What follows belongs to an exercise in optimizing a design on an open flow for a short achievable clock period and few clock cycles; a production flow would make more cautious choices. In this exercise RTL edits were held to simulation tests only and were not proved equivalent to the original. Power is estimated from default activity; no workload was simulated.

garnet:
==> flow/design.v <==
module mips #(parameter WIDTH = 32, REGBITS = 5)
             (input              clk,
              input              rst,
              output [WIDTH-1:0] pc,
              input  [WIDTH-1:0] instr,
              output [WIDTH-1:0] aluout,
              output [WIDTH-1:0] writedata,
              output             memwrite,
              input  [WIDTH-1:0] readdata);
    localparam OP_RTYPE = 6'b000000;
    localparam OP_LB    = 6'b100000;
    localparam OP_SB    = 6'b101000;
    localparam OP_LW    = 6'b100011;
    localparam OP_SW    = 6'b101011;
    localparam OP_BEQ   = 6'b000100;
    localparam OP_ADDI  = 6'b001000;
    localparam OP_J     = 6'b000010;
    localparam FUNCT_ADD = 6'b100000;
    localparam FUNCT_SUB = 6'b100010;
    localparam FUNCT_AND = 6'b100100;
    localparam FUNCT_OR  = 6'b100101;
    localparam FUNCT_SLT = 6'b101010;
    reg  [31:0] pc_f;           
    reg  [31:0] pcn_f;          
    wire [31:0] pcv_f = ~pcn_f;
    reg  [31:0] ir_d, pc4_d;
    reg         v_d, pt_d, bh_d;
    reg  [1:0]  bc_d;
    reg         bv   [0:15];
    reg  [5:0]  btag [0:15];
    reg  [9:0]  btgt [0:15];
    reg  [1:0]  bctr [0:15];
    reg  [31:0] pc4_e;
    reg         isbeq_e, se_e, pt_e, bh_e;
    reg  [1:0]  bc_e;
    reg         u_v, u_act, u_bh, u_ok;
    reg  [1:0]  u_bc;
    reg  [3:0]  u_i;
    reg  [5:0]  u_tag;
    reg  [9:0]  u_tgt;
    reg  [31:0] a_e, b_e, s_e, tgt_e;
    reg         rw_e, ld_e, st_e, beq_e;
    reg         add_e, sub_e, and_e, or_e, slt_e;
    reg  [4:0]  dst_e;
    reg         fs_rd;
    reg  [31:0] res_m, wd_m;
    reg  [31:0] ao_m;           
    reg         mw_m, rw_m, ld_m;
    reg  [4:0]  dst_m;
    reg  [31:0] val_w;
    reg         rw_w;
    reg  [4:0]  dst_w;
    reg         rst_r;
    reg  [31:0] rf [1:31];
    wire [5:0]  op_d    = ir_d[31:26];
    wire [4:0]  rs_d    = ir_d[25:21];
    wire [4:0]  rt_d    = ir_d[20:16];
    wire [4:0]  rd_d    = ir_d[15:11];
    wire [5:0]  fn_d    = ir_d[5:0];
    wire [31:0] simm_d  = {{16{ir_d[15]}}, ir_d[15:0]};
    wire is_r_d    = (op_d == OP_RTYPE);
    wire is_addi_d = (op_d == OP_ADDI);
    wire is_ld_d   = (op_d == OP_LW) | (op_d == OP_LB);
    wire is_st_d   = (op_d == OP_SW) | (op_d == OP_SB);
    wire is_beq_d  = (op_d == OP_BEQ);
    wire rseqrt_d  = (rs_d == rt_d);
    wire use_rs_d  = is_r_d | is_addi_d | is_ld_d | is_st_d | (is_beq_d & !rseqrt_d);
    wire use_rt_d  = is_r_d | (is_beq_d & !rseqrt_d);    
    wire use_st_d  = is_st_d;                            
    wire alusrc_d  = is_addi_d | is_ld_d | is_st_d;
    wire [4:0] dst_d = is_r_d ? rd_d : rt_d;
    wire rw_d = v_d & (is_r_d | is_addi_d | is_ld_d) & (dst_d != 5'd0);
    wire f_add_d = is_r_d & (fn_d == FUNCT_ADD);
    wire f_sub_d = is_r_d & (fn_d == FUNCT_SUB);
    wire f_and_d = is_r_d & (fn_d == FUNCT_AND);
    wire f_or_d  = is_r_d & (fn_d == FUNCT_OR);
    wire f_slt_d = is_r_d & (fn_d == FUNCT_SLT);
    wire rs_nz = (rs_d != 5'd0);
    wire rt_nz = (rt_d != 5'd0);
    wire rs_he = rs_nz & rw_e & (dst_e == rs_d);
    wire rs_hm = rs_nz & rw_m & (dst_m == rs_d);
    wire rs_hw = rs_nz & rw_w & (dst_w == rs_d);
    wire rt_he = rt_nz & rw_e & (dst_e == rt_d);
    wire rt_hm = rt_nz & rw_m & (dst_m == rt_d);
    wire rt_hw = rt_nz & rw_w & (dst_w == rt_d);
    wire stall = v_d & ld_e & ((use_rs_d & rs_he) | (use_rt_d & rt_he));
    wire [31:0] rf_rs = rs_nz ? rf[rs_d] : 32'd0;
    wire [31:0] rf_rt = rt_nz ? rf[rt_d] : 32'd0;
    wire [31:0] rsv_d = rs_hm ? res_m : rs_hw ? val_w : rf_rs;
    wire [31:0] rtv_d = rt_hm ? res_m : rt_hw ? val_w : rf_rt;
    wire        rd_a  = rs_hm & ld_m;
    wire        rd_b  = rt_hm & ld_m;
    wire [31:0] an_d  = rd_a ? readdata : rsv_d;
    wire [31:0] bn_d  = rd_b ? readdata : rtv_d;
    wire [31:0] tgt_d = pc4_d + {simm_d[29:0], 2'b00};
    wire redir_d = v_d & is_beq_d & rseqrt_d & !pt_d;
    wire [31:0] opa = a_e;
    wire [31:0] opb = b_e;
    wire        dosub = sub_e | slt_e;
    wire [32:0] sum   = {1'b0, opa} + {1'b0, opb ^ {32{dosub}}} + {32'd0, dosub};
    wire        ltu   = !sum[32];
    wire [31:0] res_e = ({32{add_e | sub_e}} & sum[31:0]) |
                        ({32{and_e}} & (opa & opb)) |
                        ({32{or_e}}  & (opa | opb)) |
                        {31'd0, slt_e & ltu};
    wire eq_e    = (a_e == b_e);
    wire taken_e = beq_e & (eq_e != pt_e);
    wire [31:0] fix_e = pt_e ? pc4_e : tgt_e;
    wire act_e   = se_e | eq_e;
    wire [3:0] bi_e = pc4_e[5:2] - 4'd1;
    wire [31:0] pcb_e = pc4_e - 32'd4;
    wire [31:0] pc4_f  = pcv_f + 32'd4;
    wire        j_f    = (instr[31:26] == OP_J);
    wire [31:0] jtgt_f = {pc4_f[31:28], instr[25:0], 2'b00};
    wire [3:0]  bi_f   = pcv_f[5:2];
    wire        bh_f   = bv[bi_f] & (btag[bi_f] == pcv_f[11:6]) & (pcv_f[31:12] == 20'd0);
    wire [1:0]  bc_f   = bctr[bi_f];
    wire        pt_f   = bh_f & bc_f[1];
    wire [31:0] pcn_mid = redir_d ? tgt_d : pt_f ? {20'd0, btgt[bi_f], 2'b00} : pc4_f;
    wire        j_ok   = j_f & !redir_d;
    assign pc        = pc_f;
    assign aluout    = ao_m;
    assign writedata = wd_m;
    assign memwrite  = mw_m;
    integer i;
    always @(posedge clk) begin
        rst_r <= rst;
        if (rst)
            pc_f <= 32'd0;
        else if (taken_e)
            pc_f <= fix_e;
        else if (stall)
            pc_f <= pcv_f;
        else if (j_ok)
            pc_f <= jtgt_f;
        else
            pc_f <= pcn_mid;
        if (rst)
            pcn_f <= ~32'd0;
        else if (taken_e)
            pcn_f <= ~fix_e;
        else if (stall)
            pcn_f <= pcn_f;
        else if (j_ok)
            pcn_f <= ~jtgt_f;
        else
            pcn_f <= ~pcn_mid;
        if (rst | taken_e | redir_d)
            v_d <= 1'b0;
        else if (!stall)
            v_d <= !j_f;
        if (!stall) begin
            ir_d  <= instr;
            pc4_d <= pc4_f;
            pt_d  <= pt_f;
            bh_d  <= bh_f;
            bc_d  <= bc_f;
        end
        if (rst | taken_e | stall | !v_d) begin
            rw_e  <= 1'b0;
            ld_e  <= 1'b0;
            st_e  <= 1'b0;
            beq_e <= 1'b0;
            isbeq_e <= 1'b0;
        end else begin
            isbeq_e <= is_beq_d;
            rw_e  <= rw_d;
            ld_e  <= is_ld_d;
            st_e  <= is_st_d;
            beq_e <= is_beq_d & !rseqrt_d;
        end
        add_e <= alusrc_d | f_add_d;
        sub_e <= f_sub_d;
        and_e <= f_and_d;
        or_e  <= f_or_d;
        slt_e <= f_slt_d;
        dst_e <= dst_d;
        a_e   <= rs_he ? res_e : an_d;
        b_e   <= alusrc_d ? simm_d : rt_he ? res_e : bn_d;
        s_e   <= rt_he ? res_e : bn_d;
        tgt_e <= tgt_d;
        pc4_e <= pc4_d;
        se_e  <= rseqrt_d;
        pt_e  <= pt_d;
        bh_e  <= bh_d;
        bc_e  <= bc_d;
        u_v   <= isbeq_e & !rst;
        u_act <= act_e;
        u_bh  <= bh_e;
        u_bc  <= bc_e;
        u_i   <= bi_e;
        u_tag <= pcb_e[11:6];
        u_tgt <= tgt_e[11:2];
        u_ok  <= (pcb_e[31:12] == 20'd0) & (tgt_e[31:12] == 20'd0);
        if (rst) begin
            for (i = 0; i < 16; i = i + 1)
                bv[i] <= 1'b0;
        end else if (u_v & u_act & !u_bh & u_ok) begin
            bv[u_i] <= 1'b1;
        end
        if (u_v) begin
            if (u_act) begin
                if (u_bh) begin
                    if (u_bc != 2'd3)
                        bctr[u_i] <= u_bc + 2'd1;
                end else if (u_ok) begin
                    btag[u_i] <= u_tag;
                    btgt[u_i] <= u_tgt;
                    bctr[u_i] <= 2'd2;
                end
            end else if (u_bh) begin
                if (u_bc != 2'd0)
                    bctr[u_i] <= u_bc - 2'd1;
            end
        end
        fs_rd <= rt_he & ld_e;
        if (rst) begin
            mw_m <= 1'b0;
            rw_m <= 1'b0;
            ld_m <= 1'b0;
        end else begin
            mw_m <= st_e;
            rw_m <= rw_e;
            ld_m <= ld_e;
        end
        dst_m <= dst_e;
        res_m <= res_e;
        ao_m  <= (rw_e | ld_e | st_e) ? res_e : 32'd0;
        wd_m  <= fs_rd ? readdata : s_e;
        if (rst)
            rw_w <= 1'b0;
        else
            rw_w <= rw_m;
        dst_w <= dst_m;
        val_w <= ld_m ? readdata : res_m;
        if (rst_r) begin
            for (i = 1; i < 32; i = i + 1)
                rf[i] <= 32'd0;
        end else if (rw_w) begin
            rf[dst_w] <= val_w;
        end
    end
endmodule
export LEC_CHECK = 0
export ABC_CLOCK_PERIOD_IN_PS = 1000
export CAP_MARGIN = 20
export CORE_MARGIN = 2
export CORE_UTILIZATION = 55
export PLACE_DENSITY = 0.75
export SLEW_MARGIN = 20
create_clock -name core_clock -period 12.0 [get_ports {clk}]
standard.sh (not shown) runs the stock make flow with config.mk's settings and CLKGATE_MAP_FILE= SYNTH_SCRIPT=/design/flow/synth_recipe.tcl, a recipe that flattens the netlist after the stock synthesis.
==> flow/flow/run.sh <==
#!/bin/bash
set -euo pipefail
bash standard.sh SETUP_SLACK_MARGIN=8.5 \
  "CTS_ARGS=-sink_clustering_enable -repair_clock_nets -sink_clustering_size 25 -sink_clustering_max_diameter 100" \
  finish > run_standard.log 2>&1
garnet | status: complete | timing, DRC, antenna: pass
Testbench counts of garnet, summed over its fixed seeds: cycles 63,671.
Modified inputs, lagoon compared to garnet
# garnet
export LEC_CHECK = 0
export ABC_CLOCK_PERIOD_IN_PS = 1000
export CAP_MARGIN = 20
export CORE_MARGIN = 2
export CORE_UTILIZATION = 55
export PLACE_DENSITY = 0.75
export SLEW_MARGIN = 20
create_clock -name core_clock -period 12.0 [get_ports {clk}]
# lagoon
export LEC_CHECK = 0
export ABC_CLOCK_PERIOD_IN_PS = 1000
export CAP_MARGIN = 20
export CORE_MARGIN = 2
export CORE_UTILIZATION = 55
export SLEW_MARGIN = 20
create_clock -name core_clock -period 12.0 [get_ports {clk}]
==> flow/flow/run.sh <==
#!/bin/bash
set -euo pipefail
bash standard.sh SETUP_SLACK_MARGIN=8.6 \
  "CTS_ARGS=-sink_clustering_enable -repair_clock_nets -sink_clustering_size 20 -sink_clustering_max_diameter 80" \
  finish > run_standard.log 2>&1
==> comparison <==
- Delta(routed wire length, lagoon - garnet) > 0
- The combinational power in garnet is 0.908 times that in lagoon.
- Reported for garnet and lagoon, largest net degree at the start of global routing turned out identical to the last digit.
- Diff lagoon..garnet | horizontal die dimension | unchanged
### lagoon -> willow
==> flow/flow/run.sh <==
#!/bin/bash
set -euo pipefail
bash standard.sh SETUP_SLACK_MARGIN=8.5 \
  "CTS_ARGS=-sink_clustering_enable -repair_clock_nets -sink_clustering_size 25 -sink_clustering_max_diameter 100" \
  finish > run_standard.log 2>&1
Findings:
- When the final numbers for lagoon and willow were put side by side, the signed area change from the synthesized netlist to the final layout turned out to be greater in lagoon.
- Against lagoon, sum of internal, switching and leakage power in willow fell by a few percent.
- Compare lagoon and willow | time the final worst path needs with I/O delays and setup higher: lagoon
- Wire length the detailed router placed on met1 delta for willow relative to lagoon: 0.61% higher
- Relative to lagoon, share of power burned in combinational logic has gone up in willow.
- lagoon has higher final cell area excluding filler cells than willow.

-- port drivers added, routing unchanged --
The results above use ideal ports. As a check the final layouts listed here were re-extracted and re-timed, cells and wires unchanged. Step 1 sets driving cells, clkbuf_16 on the clock port and buf_2 on the other inputs (assumed; they add their load-dependent delay and slew). Step 2 times the ports against the registers' clock, not the clock port: input delays grow and output delays shrink by t, the midpoint of the rising clock arrivals with the driver on. Three values: ideal ports, drivers, drivers and shift; two values: the first two.
run | t (ns) | slack for setup (ns) | worst register clock-pin slew, ns
garnet | 0.867 | 8.295 / 8.205 / 7.677 | 0.11 / 0.11
lagoon | 0.881 | 8.301 / 8.211 / 7.725 | 0.09 / 0.09
willow | 0.837 | 8.318 / 8.235 / 7.660 | 0.12 / 0.12
After both steps setup and hold are still met in every run listed. For willow, which loses most, drivers alone change the setup slack by -0.083 ns; drivers and shift together by -0.658 ns.
